This design comes from an exercise in tuning for small area on the open sky130 flow, not from production work. RTL that was checked went through simulation tests only; none was proved equivalent to the original.

==> job 6365 <==
==> flow/design.v (excerpt) <==
module picoversat (
             input                 clk,
             input                 rst,
             output                trap,
             output                led,
             output [10-2:0]  imem_addr,
             input [32-1:0]  imem_rdata,
             output                dmem_en,
             output                dmem_we,
             output [10-2:0]  dmem_addr,
             output [32-1:0]  dmem_wdata,
             input [32-1:0]   dmem_rdata
             );
==> flow/config.mk <==
export PLATFORM = sky130hd
export DESIGN_NAME = picoversat
export DESIGN_NICKNAME = picoversat
export VERILOG_FILES = /design/flow/design.v
export SDC_FILE = /design/flow/constraint.sdc
export NUM_CORES = 4
export LEC_CHECK = 0
export CAP_MARGIN = 5
export CORE_MARGIN = 2
export CORE_UTILIZATION = 55
export CTS_CLUSTER_DIAMETER = 80
export CTS_CLUSTER_SIZE = 25
export GPL_TIMING_DRIVEN = 0
export PLACE_DENSITY = 0.65
export SETUP_SLACK_MARGIN = 0.15
export SLEW_MARGIN = 5
export SYNTH_HIERARCHICAL = 1
==> flow/constraint.sdc <==
create_clock -name core_clock -period 7.5 [get_ports {clk}]
set_input_delay 1.5000 -clock core_clock [delete_from_list [all_inputs] [get_ports {clk}]]
set_output_delay 1.5000 -clock core_clock [all_outputs]
set_load 0.01 [all_outputs]
standard.sh (not shown) runs the stock make flow with config.mk's settings and CLKGATE_MAP_FILE= SYNTH_SCRIPT=/design/flow/synth_recipe.tcl, a recipe that flattens the netlist after the stock synthesis.
==> flow/flow/run.sh <==
#!/bin/bash
# The standard layout (standard.sh: the standard flow's own ORFS run with the standard
# synthesis), with the port buffers made of the smallest buffer cell
# (sky130_fd_sc_hd__buf_1) instead of ORFS's default choice. Every input and
# output port still gets its own buffer. ORFS writes each step's log under
# orfs/logs; standard.log holds make's own output.
set -euo pipefail
export BUFFER_PORTS_ARGS="-buffer_cell sky130_fd_sc_hd__buf_1"
bash standard.sh > standard.log 2>&1
==> job 6176 (differences from job 6365) <==
Settings changed: CAP_MARGIN 5 to 10, CORE_UTILIZATION 55 to 65, PLACE_DENSITY 0.65 to 0.75, SLEW_MARGIN 5 to 10.
==> job 6226 (differences from job 6365) <==
Settings changed: CTS_CLUSTER_DIAMETER 80 to 100, CTS_CLUSTER_SIZE 25 to 20.
==> summary.txt <==
Layout
  – Seq/total area: 46.0%
  – Syn-to-layout area delta: 9.46%

Status
  – Status: timing/DRC/antenna clean

Critical path
  – Worst EP arrival: 7.61 ns
  – Levels on crit path: 23

Global route
  – Met3 GRT Util: 4.99%

Min path
  – Hold Startpoint: rf[231]
(the above is from job 6226)
==> summary.txt <==
Status
  – Status: timing/DRC/antenna clean

Critical path
  – Worst EP arrival: 7.64 ns
  – Levels on crit path: 22

Layout
  – Seq/total area: 45.9%

Global route
  – Met3 GRT Util: 5.24%
(the above is from job 6365)
==> summary.txt <==
Status
  – Status: timing/DRC/antenna clean

Layout
  – Seq/total area: 46.3%

Critical path
  – Levels on crit path: 23
  – Worst EP arrival: 7.71 ns

Timing
  – Final setup vio count: 0

Global route
  – Met3 GRT Util: 7.10%
(the above is from job 6176)

---

==> v29 <==
==> flow/design.v <==
`timescale 1ns / 1ps
module picoversat (
             input                 clk,
             input                 rst,
             output                trap,
             output                led,
             output [10-2:0]  imem_addr,
             input [32-1:0]  imem_rdata,
             output                dmem_en,
             output                dmem_we,
             output [10-2:0]  dmem_addr,
             output [32-1:0]  dmem_wdata,
             input [32-1:0]   dmem_rdata
             );
   reg [8:0]   pc;
   reg [31:0]  ra;
   reg [31:0]  rb_q;       
   reg         rb_v;       
   reg [2:0]   rc;         
   reg         led_q;
   reg [31:0]  rf [0:15];
   wire [31:0] rb = rb_q & {32{rb_v}};
   wire [31:0] instr = imem_rdata;
   wire [3:0]  op = instr[31:28];
   wire [15:0] opd;
   genvar gi;
   generate
      for (gi = 0; gi < 16; gi = gi + 1) begin : g_opd
         assign opd[gi] = (op == gi);
      end
   endgenerate
   wire op_sub    = opd[2];
   wire op_shft   = opd[3];
   wire op_and    = opd[4];
   wire op_xor    = opd[5];
   wire op_ldih   = opd[7];
   wire arith_ops = opd[0] | opd[1] | opd[2];
   wire alu_ops   = arith_ops | opd[3] | opd[4] | opd[5];
   wire load_ops  = opd[6] | opd[7] | opd[8] | opd[10];
   wire imm_ops   = opd[0] | opd[3] | opd[6] | opd[7];
   wire store_ops = opd[9] | opd[11];
   wire mem_ops   = opd[1] | opd[2] | opd[4] | opd[5] | opd[8] | opd[10];
   wire branch_ops = op[3] & op[2];
   wire use_opnd  = alu_ops | load_ops;
   wire [9:0]  addr = (opd[10] | opd[11]) ? rb[9:0] :
                      op_ldih ? ra[9:0] : instr[9:0];
   wire        is_rb  = (addr == 10'd528);
   wire        is_rc  = (addr == 10'd529);
   wire        not_bc = ~is_rb & ~is_rc;
   wire        in_ram = ~addr[9];
   wire        in_rf  = (addr[9:4] == 6'b100000);
   wire        in_led = (addr == 10'd602);
   wire        data_sel = (store_ops | mem_ops) & not_bc;
   assign dmem_en   = data_sel & in_ram;
   assign dmem_we   = store_ops;
   assign dmem_addr = addr[8:0];
   assign dmem_wdata = ra;
   assign trap = data_sel & ~in_ram & ~in_rf & ~in_led;
   wire        led_sel = data_sel & in_led;
   wire        rf_we = store_ops & not_bc & in_rf;
   wire        rb_we = store_ops & is_rb;
   wire        rf_rd = mem_ops & not_bc & in_rf;
   reg [31:0]  rf_out;
   integer     i;
   always @* begin
      rf_out = 32'd0;
      for (i = 0; i < 16; i = i + 1)
        rf_out = rf_out | (rf[i] & {32{rf_rd && addr[3:0] == i}});
   end
   wire [31:0] imm = op_ldih ? {instr[15:0], ra[15:0]} : {{4{instr[27]}}, instr[27:0]};
   wire        sel_rb  = use_opnd & is_rb;
   wire        sel_rc  = use_opnd & is_rc;
   wire        sel_imm = imm_ops & not_bc;
   wire        sel_mem = mem_ops & not_bc & in_ram;
   wire [31:0] opnd = (rb & {32{sel_rb}}) |
                      ({29'd0, rc} & {32{sel_rc}}) |
                      (imm & {32{sel_imm}}) |
                      (dmem_rdata & {32{sel_mem}}) |
                      rf_out;
   wire        inv = op_sub | branch_ops;
   wire [31:0] b = opnd ^ {32{inv}};
   wire [31:0] p = ra ^ b;
   wire [31:0] g = ra & b;
   wire [32:0] c;
   assign c[0] = op_sub;
   generate
      for (gi = 0; gi < 32; gi = gi + 1) begin : g_add
         assign c[gi+1] = g[gi] | (p[gi] & c[gi]);
      end
   endgenerate
   wire [31:0] sum = p ^ c[31:0];
   wire        nz31 = |opnd[30:0];
   wire        nz32 = nz31 | opnd[31];
   wire        cf   = c[32] & ~(op_sub & ~nz32);
   wire        c31  = c[31] & ~(op_sub & ~nz31);
   wire        shl = opnd[31];
   wire [31:0] shres = shl ? {ra[30:0], 1'b0} : {ra[31], ra[31:1]};
   reg [31:0]  ra_nx;
   always @* begin
      if (load_ops)
        ra_nx = opnd;
      else if (op_and)
        ra_nx = g;
      else if (op_xor)
        ra_nx = p;
      else if (op_shft)
        ra_nx = shres;
      else
        ra_nx = sum;
   end
   reg [2:0]   rc_nx;
   always @* begin
      if (arith_ops)
        rc_nx = {sum[31], cf ^ c31, cf};
      else if (op_shft)
        rc_nx = shl ? {ra[30], ra[31] ^ ra[30], ra[31]} : {ra[31], 2'b00};
      else if (op_and)
        rc_nx = {g[31], 2'b00};
      else
        rc_nx = {p[31], 2'b00};
   end
   wire        ra_z = (ra == 32'd0);
   wire        taken = branch_ops & (op[1] ^ ra_z);
   wire [8:0]  target = op[0] ? rb[8:0] : instr[8:0];
   always @(posedge clk, posedge rst)
     if (rst) begin
        pc <= 9'd0;
        ra <= 32'd0;
        rc <= 3'd0;
        rb_v <= 1'b0;
        led_q <= 1'b0;
     end else begin
        pc <= taken ? target : pc + 9'd1;
        ra <= ra_nx;
        if (alu_ops)
          rc <= rc_nx;
        if (rb_we)
          rb_v <= 1'b1;
        if (led_sel)
          led_q <= ra[0];
     end
   always @(posedge clk)
     if (rb_we)
       rb_q <= ra;
   generate
      for (gi = 0; gi < 16; gi = gi + 1) begin : g_rf
         always @(posedge clk)
           if (rf_we && addr[3:0] == gi)
             rf[gi] <= ra;
      end
   endgenerate
   assign imem_addr = pc;
   assign led = led_q;
endmodule
==> flow/run.sh <==
#!/bin/bash
# synth_recipe.tcl (not shown) runs the flow's synth.tcl, then flattens the netlist and writes it again
# the make line also repeats each setting of config.mk as NAME=value (left out here)
make -C /OpenROAD-flow-scripts/flow DESIGN_CONFIG=/design/flow/config.mk WORK_HOME=/design/flow/orfs CLKGATE_MAP_FILE= SYNTH_SCRIPT=/design/flow/synth_recipe.tcl finish
==> flow/config.mk <==
export PLATFORM = sky130hd
export DESIGN_NAME = picoversat
export DESIGN_NICKNAME = picoversat
export VERILOG_FILES = /design/flow/design.v
export SDC_FILE = /design/flow/constraint.sdc
export NUM_CORES = 4
export LEC_CHECK = 0
export ABC_AREA = 1
export CAP_MARGIN = 0
export CORE_MARGIN = 2
export CORE_UTILIZATION = 60
export GPL_TIMING_DRIVEN = 0
export PLACE_DENSITY = 0.7
export SLEW_MARGIN = 0
==> flow/constraint.sdc <==
create_clock -name core_clock -period 7.5 [get_ports {clk}]
set_input_delay 1.5000 -clock core_clock [delete_from_list [all_inputs] [get_ports {clk}]]
set_output_delay 1.5000 -clock core_clock [all_outputs]
set_load 0.01 [all_outputs]
==> v8: changes against v29 <==
ABC_AREA = unset   (was 1)
CAP_MARGIN = 20   (was 0)
CORE_UTILIZATION = 40   (was 60)
GPL_TIMING_DRIVEN = unset   (was 0)
PLACE_DENSITY = 0.6   (was 0.7)
SLEW_MARGIN = 20   (was 0)
==> flow_summary.toml <==
[timing]
setup_viol = 25
worst_slew_pin_slew_ps = 1071
fin_ws_ps = -7759

[synth]
synth_top_family_by_area = "compound AO/OA/AOI/OAI gates"

[finish]
multi_input_area_mm2 = 0.009214
sh_seq_area_pct = 49.25

[setup_path]
crit_required_ps = 7980
regToRegStartpoint = "ra[6]"
setup.worst_path.start = "imem_rdata[29]"
cp_num_buf_inv = 9

[grt]
grt_max_degree = 65
grt_util_met2_pct = 55.27

[power]
seq_power_share_pct = 40.5
leakage_uw = 0.01295

[floorplanning]
dieArea_mm2 = 0.06947

[clock_network]
clk_pin_slew_ps = 60

[placement]
gp_congestion = 1.014

[status]
outcome = "finished with violations"
so_faults = "negative setup slack"
The numbers above come from v8.

==> flow_summary.toml <==
[timing]
fin_ws_ps = -8283
drv_slew = 24
setup_viol = 26

[placement]
gp_congestion = 0.9937

[floorplanning]
dieArea_mm2 = 0.05020

[grt]
grt_util_met2_pct = 66.23
grt_max_degree = 31

[power]
leakage_uw = 0.01427

[setup_path]
regToRegStartpoint = "ra[2]"
crit_required_ps = 8040

[status]
outcome = "finished with violations"
so_faults = "max-capacitance violations, max-slew violations, negative setup slack"

[run]
drv_cap = 1

[finish]
multi_input_area_mm2 = 0.01021
sh_seq_area_pct = 50.02

[clock_network]
clk_pin_slew_ps = 70
The numbers above come from v29.

No run of this note included a check of the RTL's function; only the layout flow was run.

==> separate check: timing with driven ports <==
How much do the figures lean on ideal ports? The routed layouts below were timed once more, with nothing changed but the port constraints. Step 1, drivers: a clkbuf_16 drives clk and a buf_2 each remaining input, both assumed. Step 2 moves the port delays by t, midway between the first and last clock arrival at a register: inputs arrive t later, outputs are due t later. That takes back most of the time a late clock gives input paths. Three values: ideal, step 1, step 2; two values: the first two.
| run | t (ns) | setup WS [ns] | worst setup path at the end | slew at the worst register clock pin (ns) | pins driven straight from the clock port |
|---|---|---|---|---|---|
| job 6365 | 0.633 | 0.319 / 0.348 / -0.286 | input to register | 0.10 / 0.10 | 1 |
| job 6176 | 0.680 | 0.312 / 0.348 / -0.332 | input to register | 0.10 / 0.10 | 1 |
| job 6226 | 0.635 | 0.384 / 0.420 / -0.215 | input to register | 0.11 / 0.11 | 1 |
| v29 | 0.702 | -8.283 / -8.277 / -8.980 | input to register | 0.07 / 0.07 | 1 |
| v8 | 0.668 | -7.759 / -7.748 / -8.416 | input to register | 0.06 / 0.06 | 1 |
Met with ideal ports but missed after step 2: setup timing in job 6365, job 6176 and job 6226. For v29, which loses most, drivers alone change the setup slack by +0.006 ns; drivers and shift together by -0.697 ns.
